From an optimization exercise on the open Yosys and OpenROAD flow, aimed at small area and a short achievable clock period; shortcuts taken in it are not production practice. At most, simulation tests tie the RTL to the original design; equivalence was not proved. Power is estimated from default activity; no workload was simulated.

v26:
Design mac_16bit, start of the top module:
module mac_16bit(out_rounded,md,mr,clk,rst);
output reg [26:0] out_rounded;
input [15:0] md,mr;
input clk,rst;
reg [15:0] MD;
reg [7:0] ONE, TWO, NEG;         
reg [84:0] P;                  
reg [39:0] acc;
reg [8:0] k;       
reg clr;           
reg z1;            
reg r1, z2;        
wire zero = !rst | clr;
wire [16:0] mrx = {mr, 1'b0};
wire [7:0] one_n, two_n, neg_n;
genvar g;
generate for (g = 0; g < 8; g = g + 1) begin : enc
  assign one_n[g] = mrx[2*g+1] ^ mrx[2*g];
  assign two_n[g] = (mrx[2*g+2] & ~mrx[2*g+1] & ~mrx[2*g]) | (~mrx[2*g+2] & mrx[2*g+1] & mrx[2*g]);
  assign neg_n[g] = mrx[2*g+2] & ~(mrx[2*g+1] & mrx[2*g]);
end endgenerate
wire [16:0] pp0 = (({17{ONE[0]}} & {MD[15], MD}) | ({17{TWO[0]}} & {MD, 1'b0})) ^ {17{NEG[0]}};
wire ns0 = ~pp0[16];
wire [16:0] pp1 = (({17{ONE[1]}} & {MD[15], MD}) | ({17{TWO[1]}} & {MD, 1'b0})) ^ {17{NEG[1]}};
wire ns1 = ~pp1[16];
wire [16:0] pp2 = (({17{ONE[2]}} & {MD[15], MD}) | ({17{TWO[2]}} & {MD, 1'b0})) ^ {17{NEG[2]}};
wire ns2 = ~pp2[16];
wire [16:0] pp3 = (({17{ONE[3]}} & {MD[15], MD}) | ({17{TWO[3]}} & {MD, 1'b0})) ^ {17{NEG[3]}};
wire ns3 = ~pp3[16];
wire [16:0] pp4 = (({17{ONE[4]}} & {MD[15], MD}) | ({17{TWO[4]}} & {MD, 1'b0})) ^ {17{NEG[4]}};
wire ns4 = ~pp4[16];
wire [16:0] pp5 = (({17{ONE[5]}} & {MD[15], MD}) | ({17{TWO[5]}} & {MD, 1'b0})) ^ {17{NEG[5]}};
wire ns5 = ~pp5[16];
wire [16:0] pp6 = (({17{ONE[6]}} & {MD[15], MD}) | ({17{TWO[6]}} & {MD, 1'b0})) ^ {17{NEG[6]}};
wire ns6 = ~pp6[16];
wire [16:0] pp7 = (({17{ONE[7]}} & {MD[15], MD}) | ({17{TWO[7]}} & {MD, 1'b0})) ^ {17{NEG[7]}};
wire ns7 = ~pp7[16];
wire as1, ac2; assign {ac2, as1} = {1'b0, pp0[10]} + {1'b0, pp1[8]};
wire as3, ac4; assign {ac4, as3} = {1'b0, pp0[11]} + {1'b0, pp1[9]};
wire as5, ac6; assign {ac6, as5} = {1'b0, pp0[12]} + {1'b0, pp1[10]} + {1'b0, pp2[8]};
wire as7, ac8; assign {ac8, as7} = {1'b0, pp3[6]} + {1'b0, pp4[4]};
wire as9, ac10; assign {ac10, as9} = {1'b0, pp0[13]} + {1'b0, pp1[11]} + {1'b0, pp2[9]};
wire as11, ac12; assign {ac12, as11} = {1'b0, pp3[7]} + {1'b0, pp4[5]};
wire as13, ac14; assign {ac14, as13} = {1'b0, pp0[14]} + {1'b0, pp1[12]} + {1'b0, pp2[10]};
wire as15, ac16; assign {ac16, as15} = {1'b0, pp3[8]} + {1'b0, pp4[6]} + {1'b0, pp5[4]};
wire as17, ac18; assign {ac18, as17} = {1'b0, pp6[2]} + {1'b0, pp7[0]};
  ...
Size in the first run: about 1200 cells after synthesis, ~210 flip-flops, about 61 I/O pins, ~12000 µm² of cells after synthesis.
Settings: LEC_CHECK=0, CAP_MARGIN=20, CORE_MARGIN=2, CORE_UTILIZATION=40, SETUP_SLACK_MARGIN=3.6, SLEW_MARGIN=20; clock period 6.9 ns.
run.sh (not shown) runs the stock make flow with config.mk's settings and CLKGATE_MAP_FILE= SYNTH_SCRIPT=/design/flow/synth_recipe.tcl, a recipe that flattens the netlist after the stock synthesis.
v26 was carried through to the last stage, and its layout satisfied the timing, design-rule and antenna checks.
The inputs of v47 differ from those of v26 as listed below.
Settings: a deleted SETUP_SLACK_MARGIN that had been 3.6.
==> comparison <==
v47 vs v26: switching power as a share of total power up in v47. Re total area of multi-input combinational cells: v26 and v47 aren't equal, and the higher value belongs to v26. v47 ended up with a higher clock network power share than v26 did. Final hold slack was lower in v26 than in v47. The run with more setup slack is v26; v47 has less. [v47] critical path depth rose 2 relative to v26. Delta (v47 minus v26): transition time at the pin with the least slew margin shows an increase of 0.044 ns; wire length of the first global-routing pass decreased by about 2.1% relative to the old numbers.
Inputs modified between v47 and v45:
Settings: an added SETUP_SLACK_MARGIN of 4.4; an added TNS_END_PERCENT of 100.
Results
In v45 the number of global-route vias before repair turned out 196 higher than in v47.
Final routed DRC violation total: v47 vs v45 identical
v45 packs its core tighter than v47.
| layout cell share with drive strength beyond 1 | v45 vs v47 | 18 points higher |
v45: worst-case clock skew 0.017 ns below v47
Diff v47 -> v45 | post-detailed-routing wire length | increase of 2.6 mm
Function was not checked in any run of this note: the RTL went through the layout flow alone.

---

## v28
mac_16bit, a different RTL version from the one above (not shown whole).
Size: ~210 flip-flops, roughly 61 I/O pins.
clock: 6.9 ns
lec_check: 0
cap_margin: 20
core_margin: 2
core_utilization: 60
cts_cluster_diameter: 100
cts_cluster_size: 20
setup_slack_margin: 4.05
slew_margin: 20
synth_hierarchical: 1
synth_minimum_keep_size: 0
standard.sh (not shown) runs the stock make flow with config.mk's settings and CLKGATE_MAP_FILE= SYNTH_SCRIPT=/design/flow/synth_recipe.tcl, a recipe that flattens the netlist after the stock synthesis.
==> flow/flow/run.sh <==
#!/bin/bash
# The standard layout (the standard.sh), except that the port buffers are
# sky130_fd_sc_hd__buf_2 cells instead of the default delay buffers.
set -euo pipefail
export BUFFER_PORTS_ARGS="-buffer_cell sky130_fd_sc_hd__buf_2"
bash standard.sh > standard.log 2>&1
What v12 does differently from v28 at the input level:
Settings: a change of SETUP_SLACK_MARGIN from 4.05 to 4.15; a change of CORE_UTILIZATION from 60 to 65.
[summary]
A[17] as the critical path endpoint was reported by v12, and A[11] by v28. On fraction of power consumed by combinational cells: between v12 and v28, it ends up higher for v12. Number of tap cells added at floorplan: v12 < v28. Taking v28 as the reference, in v12 data arrival time of the worst path roughly the same; final critical-path share of the clock period barely changed; die area fell by 7.5%; end-of-flow core utilization higher; routed wire length decreased 1.7%.
What v4 does differently from v12 at the input level:
Settings: changing SETUP_SLACK_MARGIN from 4.15 to 4.2; changing CTS_CLUSTER_SIZE from 20 to 25; changing CORE_UTILIZATION from 65 to 60.
Results
The sequential cell area in the final layout of v4 is higher than that of v12.
Wire: v4 routes less than v12
Changes observed in v4 relative to v12: final clock period utilization by the worst path went down 0.90 points; routed via count went down 2.9%; number of clock buffers in the layout went down 2; combined global-route utilization of all metal layers went down 2.1 points.
Between v12 and v4, per-cell via count in the routed design is higher for v12, v4 comes in under that.
> inputs changed (v4 -> v38)
Settings: changing CTS_CLUSTER_SIZE from 25 to 20.
Notes after the runs:
Power on v38 is behind v4.
Re number of flip-flops and latches in the synthesized netlist: no difference whatsoever between v4 and v38.
Portion of total power attributed to combinational logic was lower in v38 than in v4.
Going from v4 to v38, via count flat, setup slack held steady.
The following lists how v53 was set up differently from v38:
Settings: SETUP_SLACK_MARGIN now 4.3, was 4.2.
--- outcome ---
- Cell count, v53 and v38, lower one = v38.
- v53 vs. v38: pre-CTS worst setup slack went down by 54 ps.
- Going from v38 to v53, the via density per instance was found to have gone up by about 2%.
- Synthesis-to-layout area growth, v53 and v38, lower one = v38.
- The routed wire length on met3 number comes out higher for v53 vs v38.
- Diff v38 -> v53 | total detailed-routing wirelength | increase of 950 µm
- Going from v38 to v53, post-CTS setup buffer count increased 4, fraction of power consumed by the clock network decreased 0.2 points.
For v55, these inputs were changed with respect to v53:
Settings: swapping 4.3 for 4.15 in SETUP_SLACK_MARGIN.
## What came out
- v55 completed end to end with timing, DRC and antenna clean.
- Compared with v53, v55 instantiates a smaller number of cells.
- Compare v55 and v53 | final non-filler cell area lower: v55
- In the flow results for v55 and v53, the via count is smaller on v55.
- Delta (v55 minus v53): clock power essentially unchanged; switching power moved down.
- From v55 to v53, die footprint did not move at all.
- Between v53 and v55, the flow reports static power due to leakage decreasing slightly.
- What v55 reported for non-clock buffer instance count of the final layout has to be multiplied by 1.17 to get the figure for v53.
- Cmp v55 and v53 / register-to-register slack / lower: v55
- Summary of v55 over v53: count of filler cells inserted in the layout stayed essentially flat; routed wire length fell by 2.8%.

---

run 1:
Another version of the RTL of mac_16bit (not shown whole).
For scale: roughly 1,300 cells after synthesis, ~13,000 um^2 of cells after synthesis.
clock: 6.9 ns
lec_check: 0
cap_margin: 20
core_margin: 2
core_utilization: 40
slew_margin: 20
run.sh (not shown) runs the stock make flow with config.mk's settings and CLKGATE_MAP_FILE= SYNTH_SCRIPT=/design/flow/synth_recipe.tcl, a recipe that flattens the netlist after the stock synthesis.
Stock flow here: none of the scripts above is used.
## Diff of input files: run 2 against run 1
Settings: SETUP_SLACK_MARGIN now 3.6, previously not set.
[summary]
Run 2 completed end to end with timing, DRC and antenna clean.
Run 1: flow completed, timing, DRC and antenna clean
Delta (run 2 minus run 1): final critical delay including setup and external delays went down; portion of total power attributed to the clock network has decreased.
Via count normalized by instance count across run 1 and run 2: no real change.
No functional check of the RTL was part of any run of this note.

---

mac_16bit, a different RTL version from the one above (not shown whole).
Size in the first run: about 1200 cells after synthesis, roughly 61 I/O pins.
Settings: LEC_CHECK=0, CAP_MARGIN=20, CORE_MARGIN=2, CORE_UTILIZATION=40, SETUP_SLACK_MARGIN=3.6, SLEW_MARGIN=20; clock period 6.9 ns.
Change:
SETUP_SLACK_MARGIN = default   (was 3.6)
After rerunning: First-iteration DRC count came out higher by 13%; final area decreases by 2.3%; non-clock buffer count falls by 9; wire length shrinks by 2.8%; power shrinks by 5.6%.
Change:
SETUP_SLACK_MARGIN = 4.0   (was default)
- total power goes up by 13%
- setup slack improved by 0.45 ns
- worst hold slack improved by 0.013 ns
- cell count goes up by 5.4%
- sequential share of layout area goes down by 1.8 points
- core utilization goes up by 5.3 points
- clock-buffer cell count goes down by 2
- final area goes up by 12%
- flip-flop and latch count does not change
- non-clock buffer count goes up by 87

---

mac_16bit, a different RTL version from the one above (not shown whole).
For scale: roughly 1200 cells after synthesis, about 210 flip-flops, ~13000 um2 of cells after synthesis.
clock: 6.9 ns
lec_check: 0
cap_margin: 10
core_margin: 2
core_utilization: 60
setup_slack_margin: 4.15
slew_margin: 10
standard.sh (not shown) runs the stock make flow with config.mk's settings and CLKGATE_MAP_FILE= SYNTH_SCRIPT=/design/flow/synth_recipe.tcl, a recipe that flattens the netlist after the stock synthesis.
Scripts as last shown in full above: flow/flow/run.sh
Next try:
CAP_MARGIN = 20   (was 10)
CORE_UTILIZATION = 40   (was 60)
SLEW_MARGIN = 20   (was 10)
Result: The changed run ran to the end with no violations; power is higher by 3.0%; cell area is higher by 2.1%; worst setup slack gets worse by 91 ps; combinational power is higher by about 4%.

---

mac_16bit again, from the RTL that the note above started with.
Settings: LEC_CHECK=0, CAP_MARGIN=20, CORE_MARGIN=2, CORE_UTILIZATION=60, PLACE_DENSITY=0.8, SETUP_SLACK_MARGIN=4.15, SLEW_MARGIN=20; clock period 6.9 ns.
run.sh (not shown) runs the stock make flow with config.mk's settings and CLKGATE_MAP_FILE= SYNTH_SCRIPT=/design/flow/synth_recipe.tcl, a recipe that flattens the netlist after the stock synthesis.
Stock flow here: none of the scripts above is used.
Edit:
--- a/flow/config.mk
+++ b/flow/config.mk
@@ -9,5 +9,5 @@
 export CORE_MARGIN = 2
-export CORE_UTILIZATION = 60
-export PLACE_DENSITY = 0.8
-export SETUP_SLACK_MARGIN = 4.15
+export CORE_UTILIZATION = 40
+export CTS_BUF_LIST = sky130_fd_sc_hd__clkbuf_4 sky130_fd_sc_hd__clkbuf_8
+export SETUP_SLACK_MARGIN = 4.4
 export SLEW_MARGIN = 20
Routed wire length went up by a few percent; critical path depth came out higher by 8; first-iteration DRC count falls by a little under a tenth; worst setup slack improved by 120 ps; synthesized cell count stays the same; cell count went up by about a fifth; fmax increases by a few percent.
Edit:
==> flow/flow/run.sh (new file) <==
#!/bin/bash
# The standard layout (the standard.sh), except that the port buffers are
# sky130_fd_sc_hd__buf_2 cells instead of the default delay buffers.
set -euo pipefail
export BUFFER_PORTS_ARGS="-buffer_cell sky130_fd_sc_hd__buf_2"
bash standard.sh > standard.log 2>&1
==> flow/standard.sh (new file) <==
#!/bin/bash
# synth_recipe.tcl (not shown) runs the flow's synth.tcl, then flattens the netlist and writes it again
# the make line also repeats each setting of config.mk as NAME=value (left out here)
make -C /OpenROAD-flow-scripts/flow DESIGN_CONFIG=/design/flow/config.mk WORK_HOME=/design/flow/orfs CLKGATE_MAP_FILE= SYNTH_SCRIPT=/design/flow/synth_recipe.tcl "${@:-finish}"
--- a/flow/config.mk
+++ b/flow/config.mk
@@ -9,5 +9,6 @@
 export CORE_MARGIN = 2
-export CORE_UTILIZATION = 40
-export CTS_BUF_LIST = sky130_fd_sc_hd__clkbuf_4 sky130_fd_sc_hd__clkbuf_8
-export SETUP_SLACK_MARGIN = 4.4
+export CORE_UTILIZATION = 70
+export CTS_CLUSTER_DIAMETER = 100
+export CTS_CLUSTER_SIZE = 20
+export SETUP_SLACK_MARGIN = 4.15
 export SLEW_MARGIN = 20
removed: flow/run.sh
Wire length came out lower by roughly a tenth.
Count of clock-buffer cells in the layout came out lower by 41.
Total power came out lower by roughly a tenth.
Clock skew came out lower by 9.3 ps.
Sequential share of layout area came out higher by 3.9 points.
Via count came out lower by a few percent.
Area after synthesis stays the same.
Edit:
--- a/flow/config.mk
+++ b/flow/config.mk
@@ -9,3 +9,3 @@
 export CORE_MARGIN = 2
-export CORE_UTILIZATION = 70
+export CORE_UTILIZATION = 60
 export CTS_CLUSTER_DIAMETER = 100
After rerunning: The new run finished with timing, DRC and antenna clean. Non-clock buffer count drops by 2. Hold slack stays flat. Wire length barely changes.

---

## run a
Another version of the RTL of mac_16bit (not shown whole).
Size in the first run: roughly 1,300 cells after synthesis, ~210 flip-flops, about 61 I/O pins, roughly 13,000 um^2 of cells after synthesis.
make LEC_CHECK=0 CAP_MARGIN=20 CORE_MARGIN=2 CORE_UTILIZATION=40 SETUP_SLACK_MARGIN=4.2 SLEW_MARGIN=20 finish   # period 6.9 ns
Stock flow here: none of the scripts above is used.
Run a went all the way through the flow, and no timing, DRC or antenna check failed.
[inputs] run b vs run a
--- a/flow/config.mk
+++ b/flow/config.mk
@@ -9,4 +9,4 @@
 export CORE_MARGIN = 2
 export CORE_UTILIZATION = 40
-export SETUP_SLACK_MARGIN = 4.2
+export SETUP_SLACK_MARGIN = 3.6
 export SLEW_MARGIN = 20
==> comparison <==
The sequential share of cell area in run b was lower than what run a gave.
Run b: number of global-route vias before repair is 102 higher than what run a reported.
Compared with run a, run b shows a lower first-pass iteration count of the detailed router.
Diff run b and run a: final layout net count lower in run b
No functional check of the RTL was part of any run of this note.

---

Another version of the RTL of mac_16bit (not shown whole).
For scale: roughly 1,200 cells after synthesis, roughly 0.012 sq mm of cells after synthesis.
export LEC_CHECK = 0
export CAP_MARGIN = 20
export CORE_MARGIN = 2
export CORE_UTILIZATION = 40
export SETUP_SLACK_MARGIN = 4.3
export SLEW_MARGIN = 20
create_clock -name core_clock -period 6.9 [get_ports {clk}]
Then changed:
- SETUP_SLACK_MARGIN: 4.3 -> 4.15
What happened: Register-to-register slack hardly moves; total power came out lower by a few percent; worst hold slack improves by 0.0079 ns; synthesized area stays the same; sequential share of layout area barely changes; cell count is lower slightly; count of clock-buffer cells in the layout went up by 4; combinational power came out lower by roughly a tenth; maximum frequency falls slightly; first-iteration DRC count increases by roughly a tenth; die area is unchanged.
No functional check of the RTL was part of any run of this note.

---

## build 61
mac_16bit with an RTL version that a note above also has.
Size: ~1,200 cells after synthesis, about 210 flip-flops, about 61 I/O pins, about 13,000 µm² of cells after synthesis.
// mac_16bit
module mac_16bit(out_rounded,md,mr,clk,rst);
output reg [26:0] out_rounded;
input [15:0] md,mr;
input clk,rst;
reg [15:0] MD;
reg [7:0] ONE, TWO, NEG;         
reg [84:0] P;                  
reg [39:0] A;                    
reg [5:0] CB;                 
reg [8:0] k;       
reg clr;           
reg z1;            
reg r1, z2;        
wire zero = !rst | clr;
wire [16:0] mrx = {mr, 1'b0};
wire [7:0] one_n, two_n, neg_n;
genvar g;
generate for (g = 0; g < 8; g = g + 1) begin : enc
  assign one_n[g] = mrx[2*g+1] ^ mrx[2*g];
  assign two_n[g] = (mrx[2*g+2] & ~mrx[2*g+1] & ~mrx[2*g]) | (~mrx[2*g+2] & mrx[2*g+1] & mrx[2*g]);
  assign neg_n[g] = mrx[2*g+2] & ~(mrx[2*g+1] & mrx[2*g]);
end endgenerate
wire [16:0] pp0 = (({17{ONE[0]}} & {MD[15], MD}) | ({17{TWO[0]}} & {MD, 1'b0})) ^ {17{NEG[0]}};
wire ns0 = ~pp0[16];
wire [16:0] pp1 = (({17{ONE[1]}} & {MD[15], MD}) | ({17{TWO[1]}} & {MD, 1'b0})) ^ {17{NEG[1]}};
wire ns1 = ~pp1[16];
wire [16:0] pp2 = (({17{ONE[2]}} & {MD[15], MD}) | ({17{TWO[2]}} & {MD, 1'b0})) ^ {17{NEG[2]}};
wire ns2 = ~pp2[16];
wire [16:0] pp3 = (({17{ONE[3]}} & {MD[15], MD}) | ({17{TWO[3]}} & {MD, 1'b0})) ^ {17{NEG[3]}};
wire ns3 = ~pp3[16];
wire [16:0] pp4 = (({17{ONE[4]}} & {MD[15], MD}) | ({17{TWO[4]}} & {MD, 1'b0})) ^ {17{NEG[4]}};
wire ns4 = ~pp4[16];
wire [16:0] pp5 = (({17{ONE[5]}} & {MD[15], MD}) | ({17{TWO[5]}} & {MD, 1'b0})) ^ {17{NEG[5]}};
wire ns5 = ~pp5[16];
wire [16:0] pp6 = (({17{ONE[6]}} & {MD[15], MD}) | ({17{TWO[6]}} & {MD, 1'b0})) ^ {17{NEG[6]}};
wire ns6 = ~pp6[16];
wire [16:0] pp7 = (({17{ONE[7]}} & {MD[15], MD}) | ({17{TWO[7]}} & {MD, 1'b0})) ^ {17{NEG[7]}};
wire ns7 = ~pp7[16];
wire as1, ac2; assign {ac2, as1} = {1'b0, pp0[10]} + {1'b0, pp1[8]};
wire as3, ac4; assign {ac4, as3} = {1'b0, pp0[11]} + {1'b0, pp1[9]};
wire as5, ac6; assign {ac6, as5} = {1'b0, pp0[12]} + {1'b0, pp1[10]} + {1'b0, pp2[8]};
wire as7, ac8; assign {ac8, as7} = {1'b0, pp3[6]} + {1'b0, pp4[4]};
wire as9, ac10; assign {ac10, as9} = {1'b0, pp0[13]} + {1'b0, pp1[11]} + {1'b0, pp2[9]};
wire as11, ac12; assign {ac12, as11} = {1'b0, pp3[7]} + {1'b0, pp4[5]};
  ...
Settings: LEC_CHECK=0, CAP_MARGIN=20, CORE_MARGIN=2, CORE_UTILIZATION=60, CTS_CLUSTER_DIAMETER=120, CTS_CLUSTER_SIZE=30, SETUP_SLACK_MARGIN=4.15, SLEW_MARGIN=20; clock period 6.9 ns.
standard.sh (not shown) runs the stock make flow with config.mk's settings and CLKGATE_MAP_FILE= SYNTH_SCRIPT=/design/flow/synth_recipe.tcl, a recipe that flattens the netlist after the stock synthesis.
==> flow/flow/run.sh <==
#!/bin/bash
# The standard layout (the standard.sh), except that the port buffers are
# sky130_fd_sc_hd__buf_2 cells instead of the default delay buffers.
set -euo pipefail
export BUFFER_PORTS_ARGS="-buffer_cell sky130_fd_sc_hd__buf_2"
bash standard.sh > standard.log 2>&1
The final layout from build 61, which completed every stage, passed the timing, design-rule and antenna checks at the end of the flow.
Modified inputs, build 47 compared to build 61
- ABC_AREA now 1, previously not set
- CORE_UTILIZATION now 40, was 60
- CTS_CLUSTER_DIAMETER no longer set, was 120
- CTS_CLUSTER_SIZE no longer set, was 30
==> flow/run.sh (new file) <==
#!/bin/bash
# synth_recipe.tcl (not shown) runs the flow's synth.tcl, then flattens the netlist and writes it again
# the make line also repeats each setting of config.mk as NAME=value (left out here)
make -C /OpenROAD-flow-scripts/flow DESIGN_CONFIG=/design/flow/config.mk WORK_HOME=/design/flow/orfs CLKGATE_MAP_FILE= SYNTH_SCRIPT=/design/flow/synth_recipe.tcl finish
removed: flow/flow/run.sh
removed: flow/standard.sh
Results
- Build 47 ended with every stage complete and zero timing, DRC or antenna violations.
- Between build 61 and build 47, area added between synthesis and finish is lower for build 61, build 47 comes in above that.
- In the tables for build 61 and build 47, worst setup slack reads higher with build 61.
- Measured against build 47, the total instance count after detailed placement of build 61 comes out at 0.77 times the reference value.
- Count of clock buffers in the final design: build 47 vs build 61 up 24
- Build 61 → build 47: power went up, number of nets in the final layout went up.
- Cmp build 61 and build 47 / combinational share of power / higher: build 61
- | final non-filler cell area | build 47 vs build 61 | worse |
- The utilization after layout in build 47 was lower than what build 61 gave.
- Comparing build 61 and build 47, met2 layer usage reported by global route is lower on build 47.
#### Input delta (build 83 over build 47)
- swapping 40 for 60 in CORE_UTILIZATION
- clearing ABC_AREA, which used to be 1
- putting CTS_CLUSTER_DIAMETER at 100 where nothing was set
- putting CTS_CLUSTER_SIZE at 20 where nothing was set
- putting PLACE_DENSITY at 0.72 where nothing was set
==> flow/flow/run.sh (new file) <==
#!/bin/bash
# The standard layout (the standard.sh), except that the port buffers are
# sky130_fd_sc_hd__buf_2 cells instead of the default delay buffers.
set -euo pipefail
export BUFFER_PORTS_ARGS="-buffer_cell sky130_fd_sc_hd__buf_2"
bash standard.sh > standard.log 2>&1
==> flow/standard.sh (new file) <==
#!/bin/bash
# synth_recipe.tcl (not shown) runs the flow's synth.tcl, then flattens the netlist and writes it again
# the make line also repeats each setting of config.mk as NAME=value (left out here)
make -C /OpenROAD-flow-scripts/flow DESIGN_CONFIG=/design/flow/config.mk WORK_HOME=/design/flow/orfs CLKGATE_MAP_FILE= SYNTH_SCRIPT=/design/flow/synth_recipe.tcl "${@:-finish}"
removed: flow/run.sh
## What came out
Build 83 against build 47: worst setup slack now sits higher, overall power after layout shrank by 550 µW, average cell area after synthesis increased by about 16% relative to the old numbers, clock input transition at the sequential cells of the worst setup and hold paths has increased, routed wire length on met2 fell 3.4 mm.
Delta(synthesized cell count, build 83 - build 47) < 0
Build 83 ended up with P[38] as its end point of the critical path; build 47 ended up with P[44].
Sequential cell count: build 47 vs build 83 identical
Number of flops mapped to enable cells by yosys: build 83 vs build 47, no meaningful difference
Input changes introduced in build 75 (baseline for comparison: build 83):
- CTS_CLUSTER_DIAMETER: 100 -> unset
- PLACE_DENSITY: 0.72 -> unset
- CTS_CLUSTER_SIZE: 20 -> unset
==> flow/run.sh (new file) <==
#!/bin/bash
# synth_recipe.tcl (not shown) runs the flow's synth.tcl, then flattens the netlist and writes it again
# the make line also repeats each setting of config.mk as NAME=value (left out here)
make -C /OpenROAD-flow-scripts/flow DESIGN_CONFIG=/design/flow/config.mk WORK_HOME=/design/flow/orfs CLKGATE_MAP_FILE= SYNTH_SCRIPT=/design/flow/synth_recipe.tcl finish
removed: flow/flow/run.sh
removed: flow/standard.sh
--- outcome ---
Build 75: total power about 9% above build 83
Looking only at global placement routability congestion, and setting everything else aside, the higher value of build 75 and build 83 goes to build 83.
Compared with build 83, build 75 shows a buffer count excluding the clock tree in the final layout that is 3 higher.
Diff build 83 -> build 75: worst slack at placement lost 350 ps; worst hold slack picked up an extra 26 ps.
Clock buffer count from CTS sits higher in build 75 than in build 83.
Build 83 has lower wire length than build 75.
Build 75 vs build 83 — final cell count without fillers rose 1.9%.
Build 75 against build 83: area of the die held steady; sequential power held steady.
Build 75 reports a lower data arrival time of the critical path than build 83 does.
No stage failed in build 75, and the final checks on the layout all came back clean.

separate check: timing with driven ports:
How much do the figures lean on ideal ports? The routed layouts below were timed once more, with nothing changed but the port constraints. Step 1, drivers: a clkbuf_16 drives clk and a buf_2 each remaining input, both assumed. Step 2 moves the port delays by t, midway between the first and last clock arrival at a register: inputs arrive t later, outputs are due t later. That takes back most of the time a late clock gives input paths. a / b / c = ideal ports / drivers / drivers and shift; a / b = the first two.
run | shift t [ns] | setup WS [ns] | latest minus earliest clock arrival (ns) | worst register clock-pin slew, ns | pins driven straight from the clock port
v26 | 0.562 | 3.442 / 3.442 / 3.315 | 0.026 / 0.026 | 0.07 / 0.07 | 1
v47 | 0.558 | 3.205 / 3.205 / 3.205 | 0.030 / 0.030 | 0.07 / 0.07 | 1
v45 | 0.557 | 3.471 / 3.471 / 3.471 | 0.019 / 0.019 | 0.06 / 0.06 | 1
v28 | 0.516 | 4.145 / 4.145 / 4.145 | 0.016 / 0.017 | 0.08 / 0.08 | 1
v12 | 0.510 | 4.147 / 4.147 / 4.147 | 0.017 / 0.017 | 0.08 / 0.08 | 1
v4 | 0.511 | 4.209 / 4.209 / 4.209 | 0.023 / 0.022 | 0.10 / 0.10 | 1
v38 | 0.514 | 4.210 / 4.210 / 4.210 | 0.015 / 0.015 | 0.08 / 0.08 | 1
v53 | 0.512 | 4.213 / 4.213 / 4.213 | 0.014 / 0.014 | 0.08 / 0.08 | 1
v55 | 0.520 | 4.198 / 4.198 / 4.198 | 0.016 / 0.016 | 0.08 / 0.08 | 1
run 1 | 0.572 | 3.392 / 3.392 / 2.979 | 0.014 / 0.014 | 0.07 / 0.07 | 1
run 2 | 0.573 | 3.708 / 3.708 / 3.235 | 0.013 / 0.012 | 0.06 / 0.06 | 1
the first run of note 4 | 0.478 | 3.551 / 3.551 / 3.286 | 0.015 / 0.015 | 0.08 / 0.08 | 1
the second run of note 4 | 0.484 | 3.161 / 3.161 / 3.161 | 0.013 / 0.013 | 0.08 / 0.08 | 1
the third run of note 4 | 0.477 | 3.612 / 3.612 / 3.571 | 0.019 / 0.019 | 0.08 / 0.08 | 1
the first run of note 5 | 0.559 | 4.247 / 4.247 / 3.849 | 0.012 / 0.011 | 0.06 / 0.06 | 1
the second run of note 5 | 0.562 | 4.156 / 4.156 / 3.791 | 0.023 / 0.024 | 0.06 / 0.06 | 1
the first run of note 6 | 0.559 | 4.176 / 4.132 / 3.740 | 0.020 / 0.020 | 0.07 / 0.07 | 1
the second run of note 6 | 0.567 | 4.292 / 4.292 / 4.192 | 0.025 / 0.025 | 0.07 / 0.07 | 1
the third run of note 6 | 0.517 | 4.223 / 4.223 / 3.837 | 0.016 / 0.016 | 0.08 / 0.08 | 1
the fourth run of note 6 | 0.514 | 4.237 / 4.237 / 3.843 | 0.014 / 0.015 | 0.08 / 0.08 | 1
run a | 0.558 | 3.788 / 3.788 / 3.770 | 0.032 / 0.031 | 0.07 / 0.07 | 1
run b | 0.565 | 3.745 / 3.745 / 3.370 | 0.020 / 0.021 | 0.06 / 0.06 | 1
the first run of note 8 | 0.559 | 4.077 / 4.077 / 3.917 | 0.021 / 0.021 | 0.07 / 0.07 | 1
the second run of note 8 | 0.566 | 4.065 / 4.065 / 3.840 | 0.011 / 0.011 | 0.06 / 0.06 | 1
build 61 | 0.499 | 4.242 / 4.242 / 3.868 | 0.036 / 0.036 | 0.11 / 0.11 | 1
build 47 | 0.564 | 4.169 / 4.169 / 3.780 | 0.020 / 0.020 | 0.06 / 0.06 | 1
build 83 | 0.516 | 4.233 / 4.233 / 3.816 | 0.036 / 0.037 | 0.09 / 0.09 | 1
build 75 | 0.559 | 4.192 / 4.145 / 3.751 | 0.019 / 0.019 | 0.06 / 0.06 | 1
After both steps every run listed still meets setup and hold. For run 2, which loses most, drivers alone change the setup slack by 0.000 ns; drivers and shift together by -0.473 ns.
